This design comes from an exercise in tuning for small area, a short achievable clock period and few clock cycles on the open sky130 flow, not from production work.
In this exercise RTL edits were held to simulation tests only and were not proved equivalent to the original.
Power figures rest on the tool's default switching activity, not on a simulated workload.

$ cat design.v
module multiplier ( input  wire clk, start, is_signed,
                    input  wire [31:0] a, b,
                    output wire [63:0] s,
                    output reg  done
                   );
  reg  [32:0] ar;             
  wire [32:0] ar_d;
  reg  [33:0] sr, cr;         
  reg  [31:0] l;              
  reg         ci;             
  reg  [7:0] plx, ply;      
  reg  [3:0] e1, e2, en;     
  reg         corr;           
  reg  [2:0] st;
  reg         cl;             
  reg         f0;             
  reg  [31:0] hr;             
  wire fin = (st == 3'd4);
  wire sq1 = sr[0] & ~f0;
  wire cq2 = cr[0] & ~f0;
  wire sq3 = sr[1] & ~f0;
  wire cq4 = cr[1] & ~f0;
  wire sq5 = sr[2] & ~f0;
  wire cq6 = cr[2] & ~f0;
  wire sq7 = sr[3] & ~f0;
  wire cq8 = cr[3] & ~f0;
  wire sq9 = sr[4] & ~f0;
  wire cq10 = cr[4] & ~f0;
  wire sq11 = sr[5] & ~f0;
  wire cq12 = cr[5] & ~f0;
  wire sq13 = sr[6] & ~f0;
  wire cq14 = cr[6] & ~f0;
  wire sq15 = sr[7] & ~f0;
  wire cq16 = cr[7] & ~f0;
  wire sq17 = sr[8] & ~f0;
  wire cq18 = cr[8] & ~f0;
  wire sq19 = sr[9] & ~f0;
  wire cq20 = cr[9] & ~f0;
  wire sq21 = sr[10] & ~f0;
  wire cq22 = cr[10] & ~f0;
  wire sq23 = sr[11] & ~f0;
  wire cq24 = cr[11] & ~f0;
  wire sq25 = sr[12] & ~f0;
  wire cq26 = cr[12] & ~f0;
  wire sq27 = sr[13] & ~f0;
  wire cq28 = cr[13] & ~f0;
  wire sq29 = sr[14] & ~f0;
  wire cq30 = cr[14] & ~f0;
  wire sq31 = sr[15] & ~f0;
  wire cq32 = cr[15] & ~f0;
  wire sq33 = sr[16] & ~f0;
  wire cq34 = cr[16] & ~f0;
  wire sq35 = sr[17] & ~f0;
  wire cq36 = cr[17] & ~f0;
  wire sq37 = sr[18] & ~f0;
  wire cq38 = cr[18] & ~f0;
  wire sq39 = sr[19] & ~f0;
  wire cq40 = cr[19] & ~f0;
  wire sq41 = sr[20] & ~f0;
  wire cq42 = cr[20] & ~f0;
  wire sq43 = sr[21] & ~f0;
  wire cq44 = cr[21] & ~f0;
  wire sq45 = sr[22] & ~f0;
  wire cq46 = cr[22] & ~f0;
  wire sq47 = sr[23] & ~f0;
  wire cq48 = cr[23] & ~f0;
  wire sq49 = sr[24] & ~f0;
  wire cq50 = cr[24] & ~f0;
  wire sq51 = sr[25] & ~f0;
  wire cq52 = cr[25] & ~f0;
  wire sq53 = sr[26] & ~f0;
  wire cq54 = cr[26] & ~f0;
  wire sq55 = sr[27] & ~f0;
  wire cq56 = cr[27] & ~f0;
  wire sq57 = sr[28] & ~f0;
  wire cq58 = cr[28] & ~f0;
  wire sq59 = sr[29] & ~f0;
  wire cq60 = cr[29] & ~f0;
  wire sq61 = sr[30] & ~f0;
  wire cq62 = cr[30] & ~f0;
  wire sq63 = sr[31] & ~f0;
  wire cq64 = cr[31] & ~f0;
  wire sq65 = sr[32] & ~f0;
  wire cq66 = cr[32] & ~f0;
  wire sq67 = sr[33] & ~f0;
  wire cq68 = cr[33] & ~f0;
  wire pp69 = (e1[0] & ar[0]) ^ en[0];
  wire pp70;
  PPS u71 (e1[0], e2[0], en[0], ar[1], ar[0], pp70);
  wire pp72;
  PPS u73 (e1[0], e2[0], en[0], ar[2], ar[1], pp72);
  wire pp74;
  PPS u75 (e1[0], e2[0], en[0], ar[3], ar[2], pp74);
  wire pp76;
  PPS u77 (e1[0], e2[0], en[0], ar[4], ar[3], pp76);
  wire pp78;
  PPS u79 (e1[0], e2[0], en[0], ar[5], ar[4], pp78);
  wire pp80;
  PPS u81 (e1[0], e2[0], en[0], ar[6], ar[5], pp80);
  wire pp82;
  PPS u83 (e1[0], e2[0], en[0], ar[7], ar[6], pp82);
  wire pp84;
  PPS u85 (e1[0], e2[0], en[0], ar[8], ar[7], pp84);
  wire pp86;
  PPS u87 (e1[0], e2[0], en[0], ar[9], ar[8], pp86);
  wire pp88;
  PPS u89 (e1[0], e2[0], en[0], ar[10], ar[9], pp88);
  wire pp90;
  PPS u91 (e1[0], e2[0], en[0], ar[11], ar[10], pp90);
  wire pp92;
  PPS u93 (e1[0], e2[0], en[0], ar[12], ar[11], pp92);
  wire pp94;
  PPS u95 (e1[0], e2[0], en[0], ar[13], ar[12], pp94);
  wire pp96;
  PPS u97 (e1[0], e2[0], en[0], ar[14], ar[13], pp96);
  wire pp98;
  PPS u99 (e1[0], e2[0], en[0], ar[15], ar[14], pp98);
  wire pp100;
  PPS u101 (e1[0], e2[0], en[0], ar[16], ar[15], pp100);
  wire pp102;
  PPS u103 (e1[0], e2[0], en[0], ar[17], ar[16], pp102);
  wire pp104;
  PPS u105 (e1[0], e2[0], en[0], ar[18], ar[17], pp104);
  wire pp106;
  PPS u107 (e1[0], e2[0], en[0], ar[19], ar[18], pp106);
  wire pp108;
  PPS u109 (e1[0], e2[0], en[0], ar[20], ar[19], pp108);
  wire pp110;
  PPS u111 (e1[0], e2[0], en[0], ar[21], ar[20], pp110);
  wire pp112;
  PPS u113 (e1[0], e2[0], en[0], ar[22], ar[21], pp112);
  wire pp114;
  PPS u115 (e1[0], e2[0], en[0], ar[23], ar[22], pp114);
  wire pp116;
  PPS u117 (e1[0], e2[0], en[0], ar[24], ar[23], pp116);
  wire pp118;
  PPS u119 (e1[0], e2[0], en[0], ar[25], ar[24], pp118);
  wire pp120;
  PPS u121 (e1[0], e2[0], en[0], ar[26], ar[25], pp120);
  wire pp122;
  PPS u123 (e1[0], e2[0], en[0], ar[27], ar[26], pp122);
  wire pp124;
  PPS u125 (e1[0], e2[0], en[0], ar[28], ar[27], pp124);
  wire pp126;
  PPS u127 (e1[0], e2[0], en[0], ar[29], ar[28], pp126);
  wire pp128;
  PPS u129 (e1[0], e2[0], en[0], ar[30], ar[29], pp128);
  wire pp130;
  PPS u131 (e1[0], e2[0], en[0], ar[31], ar[30], pp130);
  wire pp132;
  PPS u133 (e1[0], e2[0], en[0], ar[32], ar[31], pp132);
  wire sg134 = ~(((e1[0] | e2[0]) & ar[32]) ^ en[0]);
  wire pp135 = (e1[1] & ar[0]) ^ en[1];
  wire pp136;
  PPS u137 (e1[1], e2[1], en[1], ar[1], ar[0], pp136);
  wire pp138;
  PPS u139 (e1[1], e2[1], en[1], ar[2], ar[1], pp138);
  wire pp140;
  PPS u141 (e1[1], e2[1], en[1], ar[3], ar[2], pp140);
  wire pp142;
  PPS u143 (e1[1], e2[1], en[1], ar[4], ar[3], pp142);
  wire pp144;
  PPS u145 (e1[1], e2[1], en[1], ar[5], ar[4], pp144);
  wire pp146;
  PPS u147 (e1[1], e2[1], en[1], ar[6], ar[5], pp146);
  wire pp148;
  PPS u149 (e1[1], e2[1], en[1], ar[7], ar[6], pp148);
  wire pp150;
  PPS u151 (e1[1], e2[1], en[1], ar[8], ar[7], pp150);
  wire pp152;
  PPS u153 (e1[1], e2[1], en[1], ar[9], ar[8], pp152);
  wire pp154;
  PPS u155 (e1[1], e2[1], en[1], ar[10], ar[9], pp154);
  wire pp156;
  PPS u157 (e1[1], e2[1], en[1], ar[11], ar[10], pp156);
  wire pp158;
  PPS u159 (e1[1], e2[1], en[1], ar[12], ar[11], pp158);
  wire pp160;
  PPS u161 (e1[1], e2[1], en[1], ar[13], ar[12], pp160);
  wire pp162;
  PPS u163 (e1[1], e2[1], en[1], ar[14], ar[13], pp162);
  wire pp164;
  PPS u165 (e1[1], e2[1], en[1], ar[15], ar[14], pp164);
  wire pp166;
  PPS u167 (e1[1], e2[1], en[1], ar[16], ar[15], pp166);
  wire pp168;
  PPS u169 (e1[1], e2[1], en[1], ar[17], ar[16], pp168);
  wire pp170;
  PPS u171 (e1[1], e2[1], en[1], ar[18], ar[17], pp170);
  wire pp172;
  PPS u173 (e1[1], e2[1], en[1], ar[19], ar[18], pp172);
  wire pp174;
  PPS u175 (e1[1], e2[1], en[1], ar[20], ar[19], pp174);
  wire pp176;
  PPS u177 (e1[1], e2[1], en[1], ar[21], ar[20], pp176);
  wire pp178;
  PPS u179 (e1[1], e2[1], en[1], ar[22], ar[21], pp178);
  wire pp180;
  PPS u181 (e1[1], e2[1], en[1], ar[23], ar[22], pp180);
  wire pp182;
  PPS u183 (e1[1], e2[1], en[1], ar[24], ar[23], pp182);
  wire pp184;
  PPS u185 (e1[1], e2[1], en[1], ar[25], ar[24], pp184);
  wire pp186;
  PPS u187 (e1[1], e2[1], en[1], ar[26], ar[25], pp186);
  wire pp188;
  PPS u189 (e1[1], e2[1], en[1], ar[27], ar[26], pp188);
  wire pp190;
  PPS u191 (e1[1], e2[1], en[1], ar[28], ar[27], pp190);
  wire pp192;
  PPS u193 (e1[1], e2[1], en[1], ar[29], ar[28], pp192);
  wire pp194;
  PPS u195 (e1[1], e2[1], en[1], ar[30], ar[29], pp194);
  wire pp196;
  PPS u197 (e1[1], e2[1], en[1], ar[31], ar[30], pp196);
  wire pp198;
  PPS u199 (e1[1], e2[1], en[1], ar[32], ar[31], pp198);
  wire sg200 = ~(((e1[1] | e2[1]) & ar[32]) ^ en[1]);
  wire pp201 = (e1[2] & ar[0]) ^ en[2];
  wire pp202;
  PPS u203 (e1[2], e2[2], en[2], ar[1], ar[0], pp202);
  wire pp204;
  PPS u205 (e1[2], e2[2], en[2], ar[2], ar[1], pp204);
  wire pp206;
  PPS u207 (e1[2], e2[2], en[2], ar[3], ar[2], pp206);
  wire pp208;
  PPS u209 (e1[2], e2[2], en[2], ar[4], ar[3], pp208);
  wire pp210;
  PPS u211 (e1[2], e2[2], en[2], ar[5], ar[4], pp210);
  wire pp212;
  PPS u213 (e1[2], e2[2], en[2], ar[6], ar[5], pp212);
  wire pp214;
  PPS u215 (e1[2], e2[2], en[2], ar[7], ar[6], pp214);
  wire pp216;
  PPS u217 (e1[2], e2[2], en[2], ar[8], ar[7], pp216);
  wire pp218;
  PPS u219 (e1[2], e2[2], en[2], ar[9], ar[8], pp218);
  wire pp220;
  PPS u221 (e1[2], e2[2], en[2], ar[10], ar[9], pp220);
  wire pp222;
  PPS u223 (e1[2], e2[2], en[2], ar[11], ar[10], pp222);
  wire pp224;
  PPS u225 (e1[2], e2[2], en[2], ar[12], ar[11], pp224);
  wire pp226;
  PPS u227 (e1[2], e2[2], en[2], ar[13], ar[12], pp226);
  wire pp228;
  PPS u229 (e1[2], e2[2], en[2], ar[14], ar[13], pp228);
  wire pp230;
  PPS u231 (e1[2], e2[2], en[2], ar[15], ar[14], pp230);
  wire pp232;
  PPS u233 (e1[2], e2[2], en[2], ar[16], ar[15], pp232);
  wire pp234;
  PPS u235 (e1[2], e2[2], en[2], ar[17], ar[16], pp234);
  wire pp236;
  PPS u237 (e1[2], e2[2], en[2], ar[18], ar[17], pp236);
  wire pp238;
  PPS u239 (e1[2], e2[2], en[2], ar[19], ar[18], pp238);
  wire pp240;
  PPS u241 (e1[2], e2[2], en[2], ar[20], ar[19], pp240);
  wire pp242;
  PPS u243 (e1[2], e2[2], en[2], ar[21], ar[20], pp242);
  wire pp244;
  PPS u245 (e1[2], e2[2], en[2], ar[22], ar[21], pp244);
  wire pp246;
  PPS u247 (e1[2], e2[2], en[2], ar[23], ar[22], pp246);
  wire pp248;
  PPS u249 (e1[2], e2[2], en[2], ar[24], ar[23], pp248);
  wire pp250;
  PPS u251 (e1[2], e2[2], en[2], ar[25], ar[24], pp250);
  wire pp252;
  PPS u253 (e1[2], e2[2], en[2], ar[26], ar[25], pp252);
  wire pp254;
  PPS u255 (e1[2], e2[2], en[2], ar[27], ar[26], pp254);
  wire pp256;
  PPS u257 (e1[2], e2[2], en[2], ar[28], ar[27], pp256);
  wire pp258;
  PPS u259 (e1[2], e2[2], en[2], ar[29], ar[28], pp258);
  wire pp260;
  PPS u261 (e1[2], e2[2], en[2], ar[30], ar[29], pp260);
  wire pp262;
  PPS u263 (e1[2], e2[2], en[2], ar[31], ar[30], pp262);
  wire pp264;
  PPS u265 (e1[2], e2[2], en[2], ar[32], ar[31], pp264);
  wire sg266 = ~(((e1[2] | e2[2]) & ar[32]) ^ en[2]);
  wire pp267 = (e1[3] & ar[0]) ^ en[3];
  wire pp268;
  PPS u269 (e1[3], e2[3], en[3], ar[1], ar[0], pp268);
  wire pp270;
  PPS u271 (e1[3], e2[3], en[3], ar[2], ar[1], pp270);
  wire pp272;
  PPS u273 (e1[3], e2[3], en[3], ar[3], ar[2], pp272);
  wire pp274;
  PPS u275 (e1[3], e2[3], en[3], ar[4], ar[3], pp274);
  wire pp276;
  PPS u277 (e1[3], e2[3], en[3], ar[5], ar[4], pp276);
  wire pp278;
  PPS u279 (e1[3], e2[3], en[3], ar[6], ar[5], pp278);
  wire pp280;
  PPS u281 (e1[3], e2[3], en[3], ar[7], ar[6], pp280);
  wire pp282;
  PPS u283 (e1[3], e2[3], en[3], ar[8], ar[7], pp282);
  wire pp284;
  PPS u285 (e1[3], e2[3], en[3], ar[9], ar[8], pp284);
  wire pp286;
  PPS u287 (e1[3], e2[3], en[3], ar[10], ar[9], pp286);
  wire pp288;
  PPS u289 (e1[3], e2[3], en[3], ar[11], ar[10], pp288);
  wire pp290;
  PPS u291 (e1[3], e2[3], en[3], ar[12], ar[11], pp290);
  wire pp292;
  PPS u293 (e1[3], e2[3], en[3], ar[13], ar[12], pp292);
  wire pp294;
  PPS u295 (e1[3], e2[3], en[3], ar[14], ar[13], pp294);
  wire pp296;
  PPS u297 (e1[3], e2[3], en[3], ar[15], ar[14], pp296);
  wire pp298;
  PPS u299 (e1[3], e2[3], en[3], ar[16], ar[15], pp298);
  wire pp300;
  PPS u301 (e1[3], e2[3], en[3], ar[17], ar[16], pp300);
  wire pp302;
  PPS u303 (e1[3], e2[3], en[3], ar[18], ar[17], pp302);
  wire pp304;
  PPS u305 (e1[3], e2[3], en[3], ar[19], ar[18], pp304);
  wire pp306;
  PPS u307 (e1[3], e2[3], en[3], ar[20], ar[19], pp306);
  wire pp308;
  PPS u309 (e1[3], e2[3], en[3], ar[21], ar[20], pp308);
  wire pp310;
  PPS u311 (e1[3], e2[3], en[3], ar[22], ar[21], pp310);
  wire pp312;
  PPS u313 (e1[3], e2[3], en[3], ar[23], ar[22], pp312);
  wire pp314;
  PPS u315 (e1[3], e2[3], en[3], ar[24], ar[23], pp314);
  wire pp316;
  PPS u317 (e1[3], e2[3], en[3], ar[25], ar[24], pp316);
  wire pp318;
  PPS u319 (e1[3], e2[3], en[3], ar[26], ar[25], pp318);
  wire pp320;
  PPS u321 (e1[3], e2[3], en[3], ar[27], ar[26], pp320);
  wire pp322;
  PPS u323 (e1[3], e2[3], en[3], ar[28], ar[27], pp322);
  wire pp324;
  PPS u325 (e1[3], e2[3], en[3], ar[29], ar[28], pp324);
  wire pp326;
  PPS u327 (e1[3], e2[3], en[3], ar[30], ar[29], pp326);
  wire pp328;
  PPS u329 (e1[3], e2[3], en[3], ar[31], ar[30], pp328);
  wire pp330;
  PPS u331 (e1[3], e2[3], en[3], ar[32], ar[31], pp330);
  wire sg332 = ~(((e1[3] | e2[3]) & ar[32]) ^ en[3]);
  wire pc333 = cl & ar[0];
  wire pc334 = cl & ar[1];
  wire pc335 = cl & ar[2];
  wire pc336 = cl & ar[3];
  wire pc337 = cl & ar[4];
  wire pc338 = cl & ar[5];
  wire pc339 = cl & ar[6];
  wire pc340 = cl & ar[7];
  wire pc341 = cl & ar[8];
  wire pc342 = cl & ar[9];
  wire pc343 = cl & ar[10];
  wire pc344 = cl & ar[11];
  wire pc345 = cl & ar[12];
  wire pc346 = cl & ar[13];
  wire pc347 = cl & ar[14];
  wire pc348 = cl & ar[15];
  wire pc349 = cl & ar[16];
  wire pc350 = cl & ar[17];
  wire pc351 = cl & ar[18];
  wire pc352 = cl & ar[19];
  wire pc353 = cl & ar[20];
  wire pc354 = cl & ar[21];
  wire pc355 = cl & ar[22];
  wire pc356 = cl & ar[23];
  wire pc357 = cl & ar[24];
  wire pc358 = cl & ar[25];
  wire pc359 = cl & ar[26];
  wire pc360 = cl & ar[27];
  wire pc361 = cl & ar[28];
  wire pc362 = cl & ar[29];
  wire pc363 = cl & ar[30];
  wire pc364 = cl & ar[31];
  wire cf365 = ~pp198;
  wire cf366 = ~pp264;
  wire cf367 = ~pp330;
  wire _w1, _w2;
  FA u368 (sq1, en[0], cq2, _w1, _w2);
  wire _w3, _w4;
  FA u369 (pp70, cq4, sq3, _w3, _w4);
  wire _w5, _w6;
  FA u370 (sq5, en[1], cq6, _w5, _w6);
  wire _w7, _w8;
  FA u371 (_w5, pp135, pp72, _w7, _w8);
  wire _w9, _w10;
  FA u372 (pp136, cq8, sq7, _w9, _w10);
  wire _w11, _w12;
  FA u373 (_w9, pp74, _w6, _w11, _w12);
  wire _w13, _w14;
  FA u374 (sq9, en[2], cq10, _w13, _w14);
  wire _w15, _w16;
  FA u375 (pp76, pp138, pp201, _w15, _w16);
  wire _w17, _w18;
  FA u376 (_w15, _w10, _w13, _w17, _w18);
  wire _w19, _w20;
  FA u377 (pp140, cq12, sq11, _w19, _w20);
  wire _w21, _w22;
  FA u378 (_w14, pp202, pp78, _w21, _w22);
  wire _w23, _w24;
  FX u379 (_w16, _w19, _w21, _w23, _w24);
  wire _w25, _w26;
  FA u380 (sq13, en[3], cq14, _w25, _w26);
  wire _w27, _w28;
  FA u381 (pp267, pp142, pp204, _w27, _w28);
  wire _w29, _w30;
  FA u382 (_w25, pp80, _w20, _w29, _w30);
  wire _w31, _w32;
  FX u383 (_w27, _w22, _w29, _w31, _w32);
  wire _w33, _w34;
  FX u384 (cq16, sq15, pp144, _w33, _w34);
  wire _w35, _w36;
  FA u385 (pp82, pp206, pp268, _w35, _w36);
  wire _w37, _w38;
  FX u386 (_w33, _w26, _w28, _w37, _w38);
  wire _w39, _w40;
  FX u387 (_w35, _w37, _w30, _w39, _w40);
  wire _w41, _w42;
  FX u388 (cq18, sq17, pp146, _w41, _w42);
  wire _w43, _w44;
  FA u389 (pp84, pp208, pp270, _w43, _w44);
  wire _w45, _w46;
  FA u390 (_w34, pc333, _w41, _w45, _w46);
  wire _w47, _w48;
  FX u391 (_w36, _w43, _w38, _w47, _w48);
  wire _w49, _w50;
  HX u392 (_w45, _w47, _w49, _w50);
  wire _w51, _w52;
  FX u393 (cq20, sq19, pp148, _w51, _w52);
  wire _w53, _w54;
  FA u394 (pp86, pp210, pp272, _w53, _w54);
  wire _w55, _w56;
  FA u395 (_w42, pc334, _w51, _w55, _w56);
  wire _w57, _w58;
  FX u396 (_w44, _w53, _w46, _w57, _w58);
  wire _w59, _w60;
  FX u397 (_w55, _w57, _w48, _w59, _w60);
  wire _w61, _w62;
  FX u398 (cq22, sq21, pp150, _w61, _w62);
  wire _w63, _w64;
  FA u399 (pp88, pp212, pp274, _w63, _w64);
  wire _w65, _w66;
  FA u400 (_w52, pc335, _w61, _w65, _w66);
  wire _w67, _w68;
  FX u401 (_w54, _w63, _w56, _w67, _w68);
  wire _w69, _w70;
  FX u402 (_w65, _w67, _w58, _w69, _w70);
  wire _w71, _w72;
  FX u403 (cq24, sq23, pp152, _w71, _w72);
  wire _w73, _w74;
  FA u404 (pp90, pp214, pp276, _w73, _w74);
  wire _w75, _w76;
  FA u405 (_w62, pc336, _w71, _w75, _w76);
  wire _w77, _w78;
  FX u406 (_w64, _w73, _w66, _w77, _w78);
  wire _w79, _w80;
  FX u407 (_w75, _w77, _w68, _w79, _w80);
  wire _w81, _w82;
  FX u408 (cq26, sq25, pp154, _w81, _w82);
  wire _w83, _w84;
  FA u409 (pp92, pp216, pp278, _w83, _w84);
  wire _w85, _w86;
  FA u410 (_w72, pc337, _w81, _w85, _w86);
  wire _w87, _w88;
  FX u411 (_w74, _w83, _w76, _w87, _w88);
  wire _w89, _w90;
  FX u412 (_w85, _w87, _w78, _w89, _w90);
  wire _w91, _w92;
  FX u413 (cq28, sq27, pp156, _w91, _w92);
  wire _w93, _w94;
  FA u414 (pp94, pp218, pp280, _w93, _w94);
  wire _w95, _w96;
  FA u415 (_w82, pc338, _w91, _w95, _w96);
  wire _w97, _w98;
  FX u416 (_w84, _w93, _w86, _w97, _w98);
  wire _w99, _w100;
  FX u417 (_w95, _w97, _w88, _w99, _w100);
  wire _w101, _w102;
  FX u418 (cq30, sq29, pp158, _w101, _w102);
  wire _w103, _w104;
  FA u419 (pp96, pp220, pp282, _w103, _w104);
  wire _w105, _w106;
  FA u420 (_w92, pc339, _w101, _w105, _w106);
  wire _w107, _w108;
  FX u421 (_w94, _w103, _w96, _w107, _w108);
  wire _w109, _w110;
  FX u422 (_w105, _w107, _w98, _w109, _w110);
  wire _w111, _w112;
  FX u423 (cq32, sq31, pp160, _w111, _w112);
  wire _w113, _w114;
  FA u424 (pp98, pp222, pp284, _w113, _w114);
  wire _w115, _w116;
  FA u425 (_w102, pc340, _w111, _w115, _w116);
  wire _w117, _w118;
  FX u426 (_w104, _w113, _w106, _w117, _w118);
  wire _w119, _w120;
  FX u427 (_w115, _w117, _w108, _w119, _w120);
  wire _w121, _w122;
  FX u428 (cq34, sq33, pp100, _w121, _w122);
  wire _w123, _w124;
  FA u429 (pp286, pp162, pp224, _w123, _w124);
  wire _w125, _w126;
  FA u430 (_w112, pc341, _w121, _w125, _w126);
  wire _w127, _w128;
  FX u431 (_w114, _w123, _w116, _w127, _w128);
  wire _w129, _w130;
  FX u432 (_w125, _w127, _w118, _w129, _w130);
  wire _w131, _w132;
  FX u433 (cq36, sq35, pp102, _w131, _w132);
  wire _w133, _w134;
  FA u434 (pp288, pp164, pp226, _w133, _w134);
  wire _w135, _w136;
  FA u435 (_w122, pc342, _w131, _w135, _w136);
  wire _w137, _w138;
  FX u436 (_w124, _w133, _w126, _w137, _w138);
  wire _w139, _w140;
  FX u437 (_w135, _w137, _w128, _w139, _w140);
  wire _w141, _w142;
  FX u438 (cq38, sq37, pp104, _w141, _w142);
  wire _w143, _w144;
  FA u439 (pp290, pp166, pp228, _w143, _w144);
  wire _w145, _w146;
  FA u440 (_w132, pc343, _w141, _w145, _w146);
  wire _w147, _w148;
  FX u441 (_w134, _w143, _w136, _w147, _w148);
  wire _w149, _w150;
  FX u442 (_w145, _w147, _w138, _w149, _w150);
  wire _w151, _w152;
  FX u443 (cq40, sq39, pp106, _w151, _w152);
  wire _w153, _w154;
  FA u444 (pp292, pp168, pp230, _w153, _w154);
  wire _w155, _w156;
  FA u445 (_w142, pc344, _w151, _w155, _w156);
  wire _w157, _w158;
  FX u446 (_w144, _w153, _w146, _w157, _w158);
  wire _w159, _w160;
  FX u447 (_w155, _w157, _w148, _w159, _w160);
  wire _w161, _w162;
  FX u448 (cq42, sq41, pp108, _w161, _w162);
  wire _w163, _w164;
  FA u449 (pp294, pp170, pp232, _w163, _w164);
  wire _w165, _w166;
  FA u450 (_w152, pc345, _w161, _w165, _w166);
  wire _w167, _w168;
  FX u451 (_w154, _w163, _w156, _w167, _w168);
  wire _w169, _w170;
  FX u452 (_w165, _w167, _w158, _w169, _w170);
  wire _w171, _w172;
  FX u453 (cq44, sq43, pp110, _w171, _w172);
  wire _w173, _w174;
  FA u454 (pp296, pp172, pp234, _w173, _w174);
  wire _w175, _w176;
  FA u455 (_w162, pc346, _w171, _w175, _w176);
  wire _w177, _w178;
  FX u456 (_w164, _w173, _w166, _w177, _w178);
  wire _w179, _w180;
  FX u457 (_w175, _w177, _w168, _w179, _w180);
  wire _w181, _w182;
  FX u458 (cq46, sq45, pp112, _w181, _w182);
  wire _w183, _w184;
  FA u459 (pp298, pp174, pp236, _w183, _w184);
  wire _w185, _w186;
  FA u460 (_w172, pc347, _w181, _w185, _w186);
  wire _w187, _w188;
  FX u461 (_w174, _w183, _w176, _w187, _w188);
  wire _w189, _w190;
  FX u462 (_w185, _w187, _w178, _w189, _w190);
  wire _w191, _w192;
  FX u463 (cq48, sq47, pp114, _w191, _w192);
  wire _w193, _w194;
  FA u464 (pp300, pp176, pp238, _w193, _w194);
  wire _w195, _w196;
  FA u465 (_w182, pc348, _w191, _w195, _w196);
  wire _w197, _w198;
  FX u466 (_w184, _w193, _w186, _w197, _w198);
  wire _w199, _w200;
  FX u467 (_w195, _w197, _w188, _w199, _w200);
  wire _w201, _w202;
  FX u468 (cq50, sq49, pp116, _w201, _w202);
  wire _w203, _w204;
  FA u469 (pp302, pp178, pp240, _w203, _w204);
  wire _w205, _w206;
  FA u470 (_w192, pc349, _w201, _w205, _w206);
  wire _w207, _w208;
  FX u471 (_w194, _w203, _w196, _w207, _w208);
  wire _w209, _w210;
  FX u472 (_w205, _w207, _w198, _w209, _w210);
  wire _w211, _w212;
  FX u473 (cq52, sq51, pp118, _w211, _w212);
  wire _w213, _w214;
  FA u474 (pp304, pp180, pp242, _w213, _w214);
  wire _w215, _w216;
  FA u475 (_w202, pc350, _w211, _w215, _w216);
  wire _w217, _w218;
  FX u476 (_w204, _w213, _w206, _w217, _w218);
  wire _w219, _w220;
  FX u477 (_w215, _w217, _w208, _w219, _w220);
  wire _w221, _w222;
  FX u478 (cq54, sq53, pp120, _w221, _w222);
  wire _w223, _w224;
  FA u479 (pp306, pp182, pp244, _w223, _w224);
  wire _w225, _w226;
  FA u480 (_w212, pc351, _w221, _w225, _w226);
  wire _w227, _w228;
  FX u481 (_w214, _w223, _w216, _w227, _w228);
  wire _w229, _w230;
  FX u482 (_w225, _w227, _w218, _w229, _w230);
  wire _w231, _w232;
  FX u483 (cq56, sq55, pp122, _w231, _w232);
  wire _w233, _w234;
  FA u484 (pp308, pp184, pp246, _w233, _w234);
  wire _w235, _w236;
  FA u485 (_w222, pc352, _w231, _w235, _w236);
  wire _w237, _w238;
  FX u486 (_w224, _w233, _w226, _w237, _w238);
  wire _w239, _w240;
  FX u487 (_w235, _w237, _w228, _w239, _w240);
  wire _w241, _w242;
  FX u488 (cq58, sq57, pp124, _w241, _w242);
  wire _w243, _w244;
  FA u489 (pp310, pp186, pp248, _w243, _w244);
  wire _w245, _w246;
  FA u490 (_w232, pc353, _w241, _w245, _w246);
  wire _w247, _w248;
  FX u491 (_w234, _w243, _w236, _w247, _w248);
  wire _w249, _w250;
  FX u492 (_w245, _w247, _w238, _w249, _w250);
  wire _w251, _w252;
  FX u493 (cq60, sq59, pp126, _w251, _w252);
  wire _w253, _w254;
  FA u494 (pp312, pp188, pp250, _w253, _w254);
  wire _w255, _w256;
  FA u495 (_w242, pc354, _w251, _w255, _w256);
  wire _w257, _w258;
  FX u496 (_w244, _w253, _w246, _w257, _w258);
  wire _w259, _w260;
  FX u497 (_w255, _w257, _w248, _w259, _w260);
  wire _w261, _w262;
  FX u498 (cq62, sq61, pp128, _w261, _w262);
  wire _w263, _w264;
  FA u499 (pp314, pp190, pp252, _w263, _w264);
  wire _w265, _w266;
  FA u500 (_w252, pc355, _w261, _w265, _w266);
  wire _w267, _w268;
  FX u501 (_w254, _w263, _w256, _w267, _w268);
  wire _w269, _w270;
  FX u502 (_w265, _w267, _w258, _w269, _w270);
  wire _w271, _w272;
  FX u503 (cq64, sq63, pp130, _w271, _w272);
  wire _w273, _w274;
  FA u504 (pp316, pp192, pp254, _w273, _w274);
  wire _w275, _w276;
  FA u505 (_w262, pc356, _w271, _w275, _w276);
  wire _w277, _w278;
  FX u506 (_w264, _w273, _w266, _w277, _w278);
  wire _w279, _w280;
  FX u507 (_w275, _w277, _w268, _w279, _w280);
  wire _w281, _w282;
  FX u508 (cq66, sq65, pp132, _w281, _w282);
  wire _w283, _w284;
  FX u509 (pp194, pp256, pp318, _w283, _w284);
  wire _w285, _w286;
  FA u510 (_w272, pc357, _w281, _w285, _w286);
  wire _w287, _w288;
  FX u511 (_w283, _w274, _w276, _w287, _w288);
  wire _w289, _w290;
  FX u512 (_w285, _w287, _w278, _w289, _w290);
  wire _w291, _w292;
  FX u513 (f0, cq68, sq67, _w291, _w292);
  wire _w293, _w294;
  FX u514 (pp196, pp258, pp320, _w293, _w294);
  wire _w295, _w296;
  FX u515 (sg134, pc358, _w291, _w295, _w296);
  wire _w297, _w298;
  FX u516 (_w282, _w284, _w293, _w297, _w298);
  wire _w299, _w300;
  FX u517 (_w295, _w297, _w286, _w299, _w300);
  wire _w301, _w302;
  HX u518 (_w288, _w299, _w301, _w302);
  wire _w303, _w304;
  FA u519 (pp322, cf365, pp260, _w303, _w304);
  wire _w305, _w306;
  FX u520 (pc359, _w292, _w294, _w305, _w306);
  wire _w307, _w308;
  FX u521 (_w303, _w296, _w305, _w307, _w308);
  wire _w309, _w310;
  FX u522 (_w298, _w307, _w300, _w309, _w310);
  wire _w311, _w312;
  FA u523 (pp324, pp198, pp262, _w311, _w312);
  wire _w313, _w314;
  FX u524 (sg200, pc360, _w304, _w313, _w314);
  wire _w315, _w316;
  FA u525 (_w306, _w311, _w313, _w315, _w316);
  wire _w317, _w318;
  HX u526 (_w308, _w315, _w317, _w318);
  wire _w319, _w320;
  FA u527 (pc361, cf366, pp326, _w319, _w320);
  wire _w321, _w322;
  FX u528 (_w312, _w319, _w314, _w321, _w322);
  wire _w323, _w324;
  HX u529 (_w321, _w316, _w323, _w324);
  wire _w325, _w326;
  FA u530 (sg266, pp264, pp328, _w325, _w326);
  wire _w327, _w328;
  FA u531 (_w325, pc362, _w320, _w327, _w328);
  wire _w329, _w330;
  HX u532 (_w322, _w327, _w329, _w330);
  wire _w331, _w332;
  FA u533 (_w326, cf367, pc363, _w331, _w332);
  wire _w333, _w334;
  HX u534 (_w331, _w328, _w333, _w334);
  wire _w335, _w336;
  FA u535 (pc364, pp330, sg332, _w335, _w336);
  wire _w337, _w338;
  HX u536 (_w335, _w332, _w337, _w338);
  wire _w339, _w340;
  HX u537 (1'b1, _w336, _w339, _w340);
  wire [41:0] tx = {_w340, _w338, _w334, _w330, _w324, _w318, _w310, _w302, _w290, _w280, _w270, _w260, _w250, _w240, _w230, _w220, _w210, _w200, _w190, _w180, _w170, _w160, _w150, _w140, _w130, _w120, _w110, _w100, _w90, _w80, _w70, _w60, _w50, _w40, _w32, _w24, _w18, _w12, _w8, _w4, _w2, pp69};
  wire [41:0] ty = {1'b0, _w339, _w337, _w333, _w329, _w323, _w317, _w309, _w301, _w289, _w279, _w269, _w259, _w249, _w239, _w229, _w219, _w209, _w199, _w189, _w179, _w169, _w159, _w149, _w139, _w129, _w119, _w109, _w99, _w89, _w79, _w69, _w59, _w49, _w39, _w31, _w23, _w17, _w11, _w7, _w3, _w1};
  wire [8:0] lo = f0 ? 9'd0 : plx + ply + ci;
  wire g538, g539;
  PGN u540 (fx[0], fy[0], g538, g539);
  wire g541, g542;
  PGN u543 (fx[1], fy[1], g541, g542);
  wire g544, g545;
  PGN u546 (fx[2], fy[2], g544, g545);
  wire g547, g548;
  PGN u549 (fx[3], fy[3], g547, g548);
  wire g550, g551;
  PGN u552 (fx[4], fy[4], g550, g551);
  wire g553, g554;
  PGN u555 (fx[5], fy[5], g553, g554);
  wire g556, g557;
  PGN u558 (fx[6], fy[6], g556, g557);
  wire g559, g560;
  PGN u561 (fx[7], fy[7], g559, g560);
  wire g562, g563;
  PGN u564 (fx[8], fy[8], g562, g563);
  wire g565, g566;
  PGN u567 (fx[9], fy[9], g565, g566);
  wire g568, g569;
  PGN u570 (fx[10], fy[10], g568, g569);
  wire g571, g572;
  PGN u573 (fx[11], fy[11], g571, g572);
  wire g574, g575;
  PGN u576 (fx[12], fy[12], g574, g575);
  wire g577, g578;
  PGN u579 (fx[13], fy[13], g577, g578);
  wire g580, g581;
  PGN u582 (fx[14], fy[14], g580, g581);
  wire g583, g584;
  PGN u585 (fx[15], fy[15], g583, g584);
  wire g586, g587;
  PGN u588 (fx[16], fy[16], g586, g587);
  wire g589, g590;
  PGN u591 (fx[17], fy[17], g589, g590);
  wire g592, g593;
  PGN u594 (fx[18], fy[18], g592, g593);
  wire g595, g596;
  PGN u597 (fx[19], fy[19], g595, g596);
  wire g598, g599;
  PGN u600 (fx[20], fy[20], g598, g599);
  wire g601, g602;
  PGN u603 (fx[21], fy[21], g601, g602);
  wire g604, g605;
  PGN u606 (fx[22], fy[22], g604, g605);
  wire g607, g608;
  PGN u609 (fx[23], fy[23], g607, g608);
  wire g610, g611;
  PGN u612 (fx[24], fy[24], g610, g611);
  wire g613, g614;
  PGN u615 (fx[25], fy[25], g613, g614);
  wire g616, g617;
  PGN u618 (fx[26], fy[26], g616, g617);
  wire g619, g620;
  PGN u621 (fx[27], fy[27], g619, g620);
  wire g622, g623;
  PGN u624 (fx[28], fy[28], g622, g623);
  wire g625, g626;
  PGN u627 (fx[29], fy[29], g625, g626);
  wire g628, g629;
  PGN u630 (fx[30], fy[30], g628, g629);
  wire g631, g632;
  PGN u633 (fx[31], fy[31], g631, g632);
  wire g634, g635;
  PGN u636 (fx[32], fy[32], g634, g635);
  wire g637, g638;
  PGN u639 (fx[33], fy[33], g637, g638);
  wire g640, g641;
  PGN u642 (fx[34], fy[34], g640, g641);
  wire g643, g644;
  PGN u645 (fx[35], fy[35], g643, g644);
  wire g646, g647;
  PGN u648 (fx[36], fy[36], g646, g647);
  wire g649, g650;
  PGN u651 (fx[37], fy[37], g649, g650);
  wire g652, g653;
  PGN u654 (fx[38], fy[38], g652, g653);
  wire g655, g656;
  PGN u657 (fx[39], fy[39], g655, g656);
  wire n658 = ~ci;
  wire k659;
  NODEI u660 (g539, g538, n658, k659);
  wire k661, k662;
  NODEIP u663 (g545, g544, g542, g541, k661, k662);
  wire k664, k665;
  NODEIP u666 (g551, g550, g548, g547, k664, k665);
  wire k667, k668;
  NODEIP u669 (g557, g556, g554, g553, k667, k668);
  wire k670, k671;
  NODEIP u672 (g563, g562, g560, g559, k670, k671);
  wire k673, k674;
  NODEIP u675 (g569, g568, g566, g565, k673, k674);
  wire k676, k677;
  NODEIP u678 (g575, g574, g572, g571, k676, k677);
  wire k679, k680;
  NODEIP u681 (g581, g580, g578, g577, k679, k680);
  wire k682, k683;
  NODEIP u684 (g587, g586, g584, g583, k682, k683);
  wire k685, k686;
  NODEIP u687 (g593, g592, g590, g589, k685, k686);
  wire k688, k689;
  NODEIP u690 (g599, g598, g596, g595, k688, k689);
  wire k691, k692;
  NODEIP u693 (g605, g604, g602, g601, k691, k692);
  wire k694, k695;
  NODEIP u696 (g611, g610, g608, g607, k694, k695);
  wire k697, k698;
  NODEIP u699 (g617, g616, g614, g613, k697, k698);
  wire k700, k701;
  NODEIP u702 (g623, g622, g620, g619, k700, k701);
  wire k703, k704;
  NODEIP u705 (g629, g628, g626, g625, k703, k704);
  wire k706, k707;
  NODEIP u708 (g635, g634, g632, g631, k706, k707);
  wire k709, k710;
  NODEIP u711 (g641, g640, g638, g637, k709, k710);
  wire k712, k713;
  NODEIP u714 (g647, g646, g644, g643, k712, k713);
  wire k715, k716;
  NODEIP u717 (g653, g652, g650, g649, k715, k716);
  wire n718 = ~k659;
  wire k719;
  NODEI u720 (g542, g541, n718, k719);
  wire k721;
  NODE u722 (k661, k662, k659, k721);
  wire n723 = ~k664;
  wire n724 = ~k665;
  wire k725, k726;
  NODEIP u727 (g554, g553, n723, n724, k725, k726);
  wire k728, k729;
  NODEP u730 (k667, k668, k664, k665, k728, k729);
  wire n731 = ~k670;
  wire n732 = ~k671;
  wire k733, k734;
  NODEIP u735 (g566, g565, n731, n732, k733, k734);
  wire k736, k737;
  NODEP u738 (k673, k674, k670, k671, k736, k737);
  wire n739 = ~k676;
  wire n740 = ~k677;
  wire k741, k742;
  NODEIP u743 (g578, g577, n739, n740, k741, k742);
  wire k744, k745;
  NODEP u746 (k679, k680, k676, k677, k744, k745);
  wire n747 = ~k682;
  wire n748 = ~k683;
  wire k749, k750;
  NODEIP u751 (g590, g589, n747, n748, k749, k750);
  wire k752, k753;
  NODEP u754 (k685, k686, k682, k683, k752, k753);
  wire n755 = ~k688;
  wire n756 = ~k689;
  wire k757, k758;
  NODEIP u759 (g602, g601, n755, n756, k757, k758);
  wire k760, k761;
  NODEP u762 (k691, k692, k688, k689, k760, k761);
  wire n763 = ~k694;
  wire n764 = ~k695;
  wire k765, k766;
  NODEIP u767 (g614, g613, n763, n764, k765, k766);
  wire k768, k769;
  NODEP u770 (k697, k698, k694, k695, k768, k769);
  wire n771 = ~k700;
  wire n772 = ~k701;
  wire k773, k774;
  NODEIP u775 (g626, g625, n771, n772, k773, k774);
  wire k776, k777;
  NODEP u778 (k703, k704, k700, k701, k776, k777);
  wire n779 = ~k706;
  wire n780 = ~k707;
  wire k781, k782;
  NODEIP u783 (g638, g637, n779, n780, k781, k782);
  wire k784, k785;
  NODEP u786 (k709, k710, k706, k707, k784, k785);
  wire n787 = ~k712;
  wire n788 = ~k713;
  wire k789, k790;
  NODEIP u791 (g650, g649, n787, n788, k789, k790);
  wire k792, k793;
  NODEP u794 (k715, k716, k712, k713, k792, k793);
  wire k795;
  NODEI u796 (g548, g547, k721, k795);
  wire n797 = ~k721;
  wire k798;
  NODE u799 (k664, k665, n797, k798);
  wire k800;
  NODE u801 (k725, k726, n797, k800);
  wire k802;
  NODEI u803 (k728, k729, k721, k802);
  wire k804, k805;
  NODEIP u806 (g572, g571, k736, k737, k804, k805);
  wire n807 = ~k736;
  wire n808 = ~k737;
  wire k809, k810;
  NODEP u811 (k676, k677, n807, n808, k809, k810);
  wire k812, k813;
  NODEP u814 (k741, k742, n807, n808, k812, k813);
  wire k815, k816;
  NODEIP u817 (k744, k745, k736, k737, k815, k816);
  wire k818, k819;
  NODEIP u820 (g596, g595, k752, k753, k818, k819);
  wire n821 = ~k752;
  wire n822 = ~k753;
  wire k823, k824;
  NODEP u825 (k688, k689, n821, n822, k823, k824);
  wire k826, k827;
  NODEP u828 (k757, k758, n821, n822, k826, k827);
  wire k829, k830;
  NODEIP u831 (k760, k761, k752, k753, k829, k830);
  wire k832, k833;
  NODEIP u834 (g620, g619, k768, k769, k832, k833);
  wire n835 = ~k768;
  wire n836 = ~k769;
  wire k837, k838;
  NODEP u839 (k700, k701, n835, n836, k837, k838);
  wire k840, k841;
  NODEP u842 (k773, k774, n835, n836, k840, k841);
  wire k843, k844;
  NODEIP u845 (k776, k777, k768, k769, k843, k844);
  wire k846, k847;
  NODEIP u848 (g644, g643, k784, k785, k846, k847);
  wire n849 = ~k784;
  wire n850 = ~k785;
  wire k851, k852;
  NODEP u853 (k712, k713, n849, n850, k851, k852);
  wire k854, k855;
  NODEP u856 (k789, k790, n849, n850, k854, k855);
  wire k857, k858;
  NODEIP u859 (k792, k793, k784, k785, k857, k858);
  wire n860 = ~k802;
  wire k861;
  NODEI u862 (g560, g559, n860, k861);
  wire k863;
  NODE u864 (k670, k671, k802, k863);
  wire k865;
  NODE u866 (k733, k734, k802, k865);
  wire k867;
  NODEI u868 (k736, k737, n860, k867);
  wire k869;
  NODE u870 (k804, k805, k802, k869);
  wire k871;
  NODEI u872 (k809, k810, n860, k871);
  wire k873;
  NODEI u874 (k812, k813, n860, k873);
  wire k875;
  NODE u876 (k815, k816, k802, k875);
  wire n877 = ~k829;
  wire n878 = ~k830;
  wire k879, k880;
  NODEIP u881 (g608, g607, n877, n878, k879, k880);
  wire k882, k883;
  NODEP u884 (k694, k695, k829, k830, k882, k883);
  wire k885, k886;
  NODEP u887 (k765, k766, k829, k830, k885, k886);
  wire k888, k889;
  NODEIP u890 (k768, k769, n877, n878, k888, k889);
  wire k891, k892;
  NODEP u893 (k832, k833, k829, k830, k891, k892);
  wire k894, k895;
  NODEIP u896 (k837, k838, n877, n878, k894, k895);
  wire k897, k898;
  NODEIP u899 (k840, k841, n877, n878, k897, k898);
  wire k900, k901;
  NODEP u902 (k843, k844, k829, k830, k900, k901);
  wire n903 = ~k857;
  wire n904 = ~k858;
  wire k905, k906;
  NODEIP u907 (g656, g655, n903, n904, k905, k906);
  wire k908;
  NODEI u909 (g584, g583, k875, k908);
  wire n910 = ~k875;
  wire k911;
  NODE u912 (k682, k683, n910, k911);
  wire k913;
  NODE u914 (k749, k750, n910, k913);
  wire k915;
  NODEI u916 (k752, k753, k875, k915);
  wire k917;
  NODE u918 (k818, k819, n910, k917);
  wire k919;
  NODEI u920 (k823, k824, k875, k919);
  wire k921;
  NODEI u922 (k826, k827, k875, k921);
  wire k923;
  NODE u924 (k829, k830, n910, k923);
  wire k925;
  NODE u926 (k879, k880, n910, k925);
  wire k927;
  NODEI u928 (k882, k883, k875, k927);
  wire k929;
  NODEI u930 (k885, k886, k875, k929);
  wire k931;
  NODE u932 (k888, k889, n910, k931);
  wire k933;
  NODEI u934 (k891, k892, k875, k933);
  wire k935;
  NODE u936 (k894, k895, n910, k935);
  wire k937;
  NODE u938 (k897, k898, n910, k937);
  wire k939;
  NODEI u940 (k900, k901, k875, k939);
  wire n941 = ~k939;
  wire k942;
  NODEI u943 (g632, g631, n941, k942);
  wire k944;
  NODE u945 (k706, k707, k939, k944);
  wire k946;
  NODE u947 (k781, k782, k939, k946);
  wire k948;
  NODEI u949 (k784, k785, n941, k948);
  wire k950;
  NODE u951 (k846, k847, k939, k950);
  wire k952;
  NODEI u953 (k851, k852, n941, k952);
  wire k954;
  NODEI u955 (k854, k855, n941, k954);
  wire k956;
  NODE u957 (k857, k858, k939, k956);
  wire k958;
  NODE u959 (k905, k906, k939, k958);
  wire r960 = ~(g538 ^ ci);
  wire r961 = ~(g541 ^ k659);
  wire r962 = ~(g544 ^ k719);
  wire r963 = g547 ^ k721;
  wire r964 = ~(g550 ^ k795);
  wire r965 = g553 ^ k798;
  wire r966 = g556 ^ k800;
  wire r967 = ~(g559 ^ k802);
  wire r968 = ~(g562 ^ k861);
  wire r969 = g565 ^ k863;
  wire r970 = g568 ^ k865;
  wire r971 = ~(g571 ^ k867);
  wire r972 = g574 ^ k869;
  wire r973 = ~(g577 ^ k871);
  wire r974 = ~(g580 ^ k873);
  wire r975 = g583 ^ k875;
  wire r976 = ~(g586 ^ k908);
  wire r977 = g589 ^ k911;
  wire r978 = g592 ^ k913;
  wire r979 = ~(g595 ^ k915);
  wire r980 = g598 ^ k917;
  wire r981 = ~(g601 ^ k919);
  wire r982 = ~(g604 ^ k921);
  wire r983 = g607 ^ k923;
  wire r984 = g610 ^ k925;
  wire r985 = ~(g613 ^ k927);
  wire r986 = ~(g616 ^ k929);
  wire r987 = g619 ^ k931;
  wire r988 = ~(g622 ^ k933);
  wire r989 = g625 ^ k935;
  wire r990 = g628 ^ k937;
  wire r991 = ~(g631 ^ k939);
  wire r992 = ~(g634 ^ k942);
  wire r993 = g637 ^ k944;
  wire r994 = g640 ^ k946;
  wire r995 = ~(g643 ^ k948);
  wire r996 = g646 ^ k950;
  wire r997 = ~(g649 ^ k952);
  wire r998 = ~(g652 ^ k954);
  wire r999 = g655 ^ k956;
  wire [39:0] fx = {sr[31:0], plx};
  wire [39:0] fy = {cr[31:0], ply};
  wire [39:0] fsum = {r999, r998, r997, r996, r995, r994, r993, r992, r991, r990, r989, r988, r987, r986, r985, r984, r983, r982, r981, r980, r979, r978, r977, r976, r975, r974, r973, r972, r971, r970, r969, r968, r967, r966, r965, r964, r963, r962, r961, r960};
  wire [8:0] bw = {b[7:0], 1'b0};
  wire [8:0] lw = l[15:7];
  wire [3:0] b1, b2, bn, l1, l2, ln;
  genvar g;
  generate
    for (g = 0; g < 4; g = g + 1) begin : enc
      ENC eb (bw[2*g+2], bw[2*g+1], bw[2*g], b1[g], b2[g], bn[g]);
      ENC el (lw[2*g+2], lw[2*g+1], lw[2*g], l1[g], l2[g], ln[g]);
    end
  endgenerate
  assign s = {hr, l};
  always @(posedge clk) begin
    sr  <= tx[41:8];
    cr  <= ty[41:8];
    plx <= tx[7:0];
    ply <= ty[7:0];
    ci  <= lo[8];
    f0  <= start;
  end
  always @(posedge clk)
    if (fin && !done)
      hr <= fsum[39:8];
  always @(posedge clk)
    if (start) begin
      l    <= b;
      corr <= b[31] & ~is_signed;
      cl   <= 1'b0;
      st   <= 3'd0;
      done <= 1'b0;
    end else if (!done) begin
      st <= st + 3'd1;
      cl <= corr & (st == 3'd2);
      if (fin) begin
        l    <= {fsum[7:0], l[31:8]};
        done <= 1'b1;
      end else begin
        l   <= {lo[7:0], l[31:8]};
      end
    end
  wire [32:0] a_in = {is_signed & a[31], a};
  always @(posedge clk)
    if (start) ar <= a_in;
  always @(posedge clk)
    if (start) begin
      e1 <= b1;
      e2 <= b2;
      en <= bn;
    end else begin
      e1 <= l1;
      e2 <= l2;
      en <= ln;
    end
endmodule
module ENC (input wire b2, b1, b0, output wire one, two, neg);
  assign one = b1 ^ b0;
  assign two = (b2 & ~b1 & ~b0) | (~b2 & b1 & b0);
  assign neg = b2 & ~(b1 & b0);
endmodule
module MX (input wire s, a, b, output wire y);
  assign y = s ? a : b;
endmodule
module PPS (input wire one, two, neg, x, y, output wire p);
  wire n = (one & x) | (two & y);
  X2 u (n, neg, p);
endmodule
module PP (input wire one, two, neg, x, y, output wire p);
  assign p = ((one & x) | (two & y)) ^ neg;
endmodule
module FA (input wire x, y, z, output wire s, c);
  assign s = x ^ y ^ z;
  assign c = (x & y) | (x & z) | (y & z);
endmodule
module FX (input wire x, y, z, output wire s, c);
  wire t;
  X2 x1 (x, y, t);
  X2 x2 (t, z, s);
  MAJ m (x, y, z, c);
endmodule
module X2 (input wire x, y, output wire s);
  assign s = x ^ y;
endmodule
module MAJ (input wire x, y, z, output wire c);
  assign c = (x & y) | (x & z) | (y & z);
endmodule
module HA (input wire x, y, output wire s, c);
  assign s = x ^ y;
  assign c = x & y;
endmodule
module HX (input wire x, y, output wire s, c);
  X2 u1 (x, y, s);
  AN2 u2 (x, y, c);
endmodule
module AN2 (input wire x, y, output wire s);
  assign s = x & y;
endmodule
module PGN (input wire x, y, output wire pn, gn);
  XN2 p (x, y, pn);
  ND2 g (x, y, gn);
endmodule
module XN2 (input wire x, y, output wire s);
  assign s = ~(x ^ y);
endmodule
module ND2 (input wire x, y, output wire s);
  assign s = ~(x & y);
endmodule
module NODE (input wire gh, ph, gl, output wire gn);
  assign gn = ~(gh | (ph & gl));
endmodule
module NODEP (input wire gh, ph, gl, pl, output wire gn, pn);
  assign gn = ~(gh | (ph & gl));
  assign pn = ~(ph & pl);
endmodule
module NODEI (input wire ghn, phn, gln, output wire g);
  assign g = ~(ghn & (phn | gln));
endmodule
module NODEIP (input wire ghn, phn, gln, pln, output wire g, p);
  assign g = ~(ghn & (phn | gln));
  assign p = ~(phn | pln);
endmodule
$ cat flow/run.sh
#!/bin/bash
# The standard layout, with faster port buffers (buf_2 instead of the
# default delay-cell buffer) so register-to-port paths are not limited by them.
set -euo pipefail
bash standard.sh "BUFFER_PORTS_ARGS=-buffer_cell sky130_fd_sc_hd__buf_2" finish > standard_flow.log 2>&1
$ cat standard.sh
#!/bin/bash
# synth_recipe.tcl (not shown) runs the flow's synth.tcl, then flattens the netlist and writes it again
# the make line also repeats each setting of config.mk as NAME=value (left out here)
make -C /OpenROAD-flow-scripts/flow DESIGN_CONFIG=/design/flow/config.mk WORK_HOME=/design/flow/orfs CLKGATE_MAP_FILE= SYNTH_SCRIPT=/design/flow/synth_recipe.tcl "${@:-finish}"
$ cat config.mk
export PLATFORM = sky130hd
export DESIGN_NAME = multiplier
export DESIGN_NICKNAME = multiplier
export VERILOG_FILES = /design/flow/design.v
export SDC_FILE = /design/flow/constraint.sdc
export NUM_CORES = 4
export LEC_CHECK = 0
export CAP_MARGIN = 20
export CORE_MARGIN = 2
export CORE_UTILIZATION = 45
export SETUP_SLACK_MARGIN = 3.3
export SLEW_MARGIN = 20
export SYNTH_HIERARCHICAL = 1
$ cat constraint.sdc
create_clock -name core_clock -period 6.0 [get_ports {clk}]
set_input_delay 1.2000 -clock core_clock [delete_from_list [all_inputs] [get_ports {clk}]]
set_output_delay 1.2000 -clock core_clock [all_outputs]
set_load 0.01 [all_outputs]
==> summary.txt <==
-- power by group through the flow --
stage                     Sequential, W  Clock, W  Combinational [W]
final                           0.00261   0.00116            0.00854
after global placement          0.00269         0            0.00811
after global routing            0.00267   0.00125            0.00941
after detailed placement        0.00270         0            0.00821
after floorplan                 0.00261         0            0.00652
after CTS                       0.00266   0.00119            0.00836
-- layer usage --
metal  track usage (%)  up-vias
met4             5.307        0
met1             31.15     5504
met2             38.94      254
met5                 0        -
met3             3.662       32
li1                  -     5352
-- worst max path at each step --
stage | startpoint | endpoint | slack (ns)
final | ar[26] | cr[27] | 3.35
after global routing | ar[26] | cr[20] | 3.24
after CTS | plx[0] | hr[24] | 3.30
after detailed placement | plx[0] | hr[24] | 2.76
after global placement | plx[0] | hr[27] | 2.86
after floorplan | e1[2] | sr[2] | 3.30
-- final cells by class --
| class | instances | area (sq um) | share of cell area, % |
|---|---|---|---|
| repair buffers | 186 | 1219 | 6.758 |
| clock inverters | 7 | 57.56 | 0.3192 |
| flip-flops and latches | 200 | 5022 | 27.85 |
| clock buffers | 25 | 518.0 | 2.873 |
| well taps | 455 | 569.3 | 3.157 |
| inverters | 40 | 153.9 | 0.8535 |
| multi-input cells | 1182 | 10490 | 58.19 |
-- worst register-to-register path, stage by stage (launching register included) --
cell and delay (ns):
edfxtp_1 0.57, buf_4 0.22, a22o_1 0.18, xor2_1 0.16
maj3_2 0.38, maj3_2 0.34, fa_1 0.50, xor2_1 0.18
-- sequential cells by signal, summed over array words and instances, names as in the netlist --
signal and cells:
f0 1, done 1, e1 4, ci 1
st 3, sr 34, plx 8, cr 33
hr 32, ar 33, en 4, cl 1
e2 4, corr 1, l 32, ply 8
-- through the flow --
stage	area [sq um]	utilization [%]
after global routing	18030	52.46
final	18030	52.46
after detailed placement	16910	49.21
after global placement	16910	49.21
after floorplan	15640	-
after CTS	17650	51.35
-- timing repair --
action,in CTS,in global routing
pin swaps,0,2
hold buffers,0,0
resized for setup,26,16
setup endpoints to repair,85,49
buffers inserted,5,35
==> impl_metrics.tcl <==
set metrics [dict create \
    status "finished clean" \
    switching_share_pct 46.25 \
    core_sq_um 34370 \
    std_cell_rows 68 \
    clk_path_buf_depth 2 \
    fin_cells 2095 \
    clk_pin_slew_worst_paths_ns 0.08 \
    ir_drop_mv 0.2809 \
    vias_per_cell 5.318 \
    comb_power_share_pct 69.3 \
    fillers 3077 \
    diodes 0 \
    io_buffers 131 \
    finClkSkew_ns 0.01494 \
    leakage_nw 7.648 \
    htreeDepth 4 \
    highest_layer "met4" \
    drt_iter0_markers 598 \
    power.density_nw_per_um2 683.1 \
    pwr-share-clk_pct 9.4 \
    required_ns 6.34 \
    r2r_start "ar[26]" \
    cts_tree "yes" \
    grt_usage_pct 23.09 \
    timing.hold.ws_ns 0.5288 \
    ios 132 \
    place_congestion 0.8414 \
    startpoint_type "flip-flop" \
    worstHoldStart "corr" \
    rsz0062_at_grt "true" \
    crit_fanout 9 \
    worstPathCellList "buf_4 > a22o_1 > xor2_1 > maj3_2 > maj3_2 > fa_1 > xor2_1" \
    wl_met1_um 18580 \
    wl_met3_um 1861 \
    antenna_found_initial 0 \
    crit_type "flip-flop to flip-flop" \
    fmax_mhz 377.1 \
    dp_hpwl_um 28490 \
    place_ws_ns 2.764 \
    vias 11140 \
    period_share_pct 44.19 \
    grt-ovfl-total 0 \
    maxSlewHeadroom_pct 45.44 \
    fin_crit_ns 2.652 \
    numCtsBuffers 17 \
    crit_path_max_incr_delay_ns 0.57 \
    final_common_cell "xor2_1" \
    drv_slew 0 \
    cts_root_buf "clkbuf_16" \
    crit_family "adder cells" \
    fin_ws_ns 3.348 \
    net-switching-power_w 0.005697 \
    dr_wl_met2_um 20100 \
    grt_pass1_wl_um 64040 \
    final_cell_mix "xor2_1, buf_2, a22o_1, edfxtp_1" \
    maxCapViolations 0 \
    grt_pass1_vias 11470 \
    start_util_pct 45.43 \
    die_y_um 190.3 \
    holdPathStages 2 \
    r2r_end "cr[27]" \
    worstPathArrival_ns 2.99 \
    avgSynthCellArea_sq_um 10.88 \
    p_int_w 0.006621 \
    tightest_slew_ns 0.8184 \
    nets 1786 \
    power_w 0.01232 \
    yosys_warnings 7 \
    dr.pass1.iters 5 \
    netlist_area_sq_um 15610 \
    setup_viol 0 \
    crit_path_end_kind "flip-flop" \
    postRouteAntennaNets 0 \
    dp_cells 2023 \
    clock_latency_ns 0.46 \
    hp-class "flip-flop to flip-flop" \
    wirelength_um 41030 \
    crit_cells 7 \
    remaining_drc_errors 0 \
    wl_per_cell_um 19.58 \
    grt_max_degree 62 \
    seq_power_share_pct 21.2 \
    cts.sinks 200 \
    hold_viol 0 \
    r2r_setup_slack_ns 3.35 \
    crit_path_top_delay_cell "edfxtp_1" \
    synth_cells 1435 \
    crit_buf_inv 1 \
    drive_gt1_share_pct 27.93 \
    syn_to_final_growth_pct 15.48 \
    min_to "cl" \
    setup_tns_ns 0 \
    die-area_sq_um 36210 \
    fp.dieW_um 190.3 \
    ff2ff_path_depth 7 \
]
Testbench counts, summed over its fixed seeds: cycles 9,600.

-- afterwards: timing with drivers on the ports --
Ports are ideal in the flow. The routed layout listed here was re-timed in OpenROAD.
Step 1 (the two cells are an assumption about what drives the block):
set clk [get_ports {clk}]
set_driving_cell -lib_cell sky130_fd_sc_hd__clkbuf_16 $clk
set_driving_cell -lib_cell sky130_fd_sc_hd__buf_2 [delete_from_list [all_inputs] $clk]
Step 2 moves the port delays by t, midway between the first and last clock arrival at a register: inputs arrive t later, outputs are due t later. That takes back most of the time a late clock gives input paths.
a / b / c = ideal ports / drivers / drivers and shift; a / b = the first two.
t (ns): 0.506
slack for setup (ns): 3.348 / 3.348 / 3.046
worst register clock-pin slew, ns: 0.08 / 0.08
After both steps setup and hold are still met in this run. The setup slack of this run moves by 0.000 ns with the drivers and by -0.302 ns with both steps.
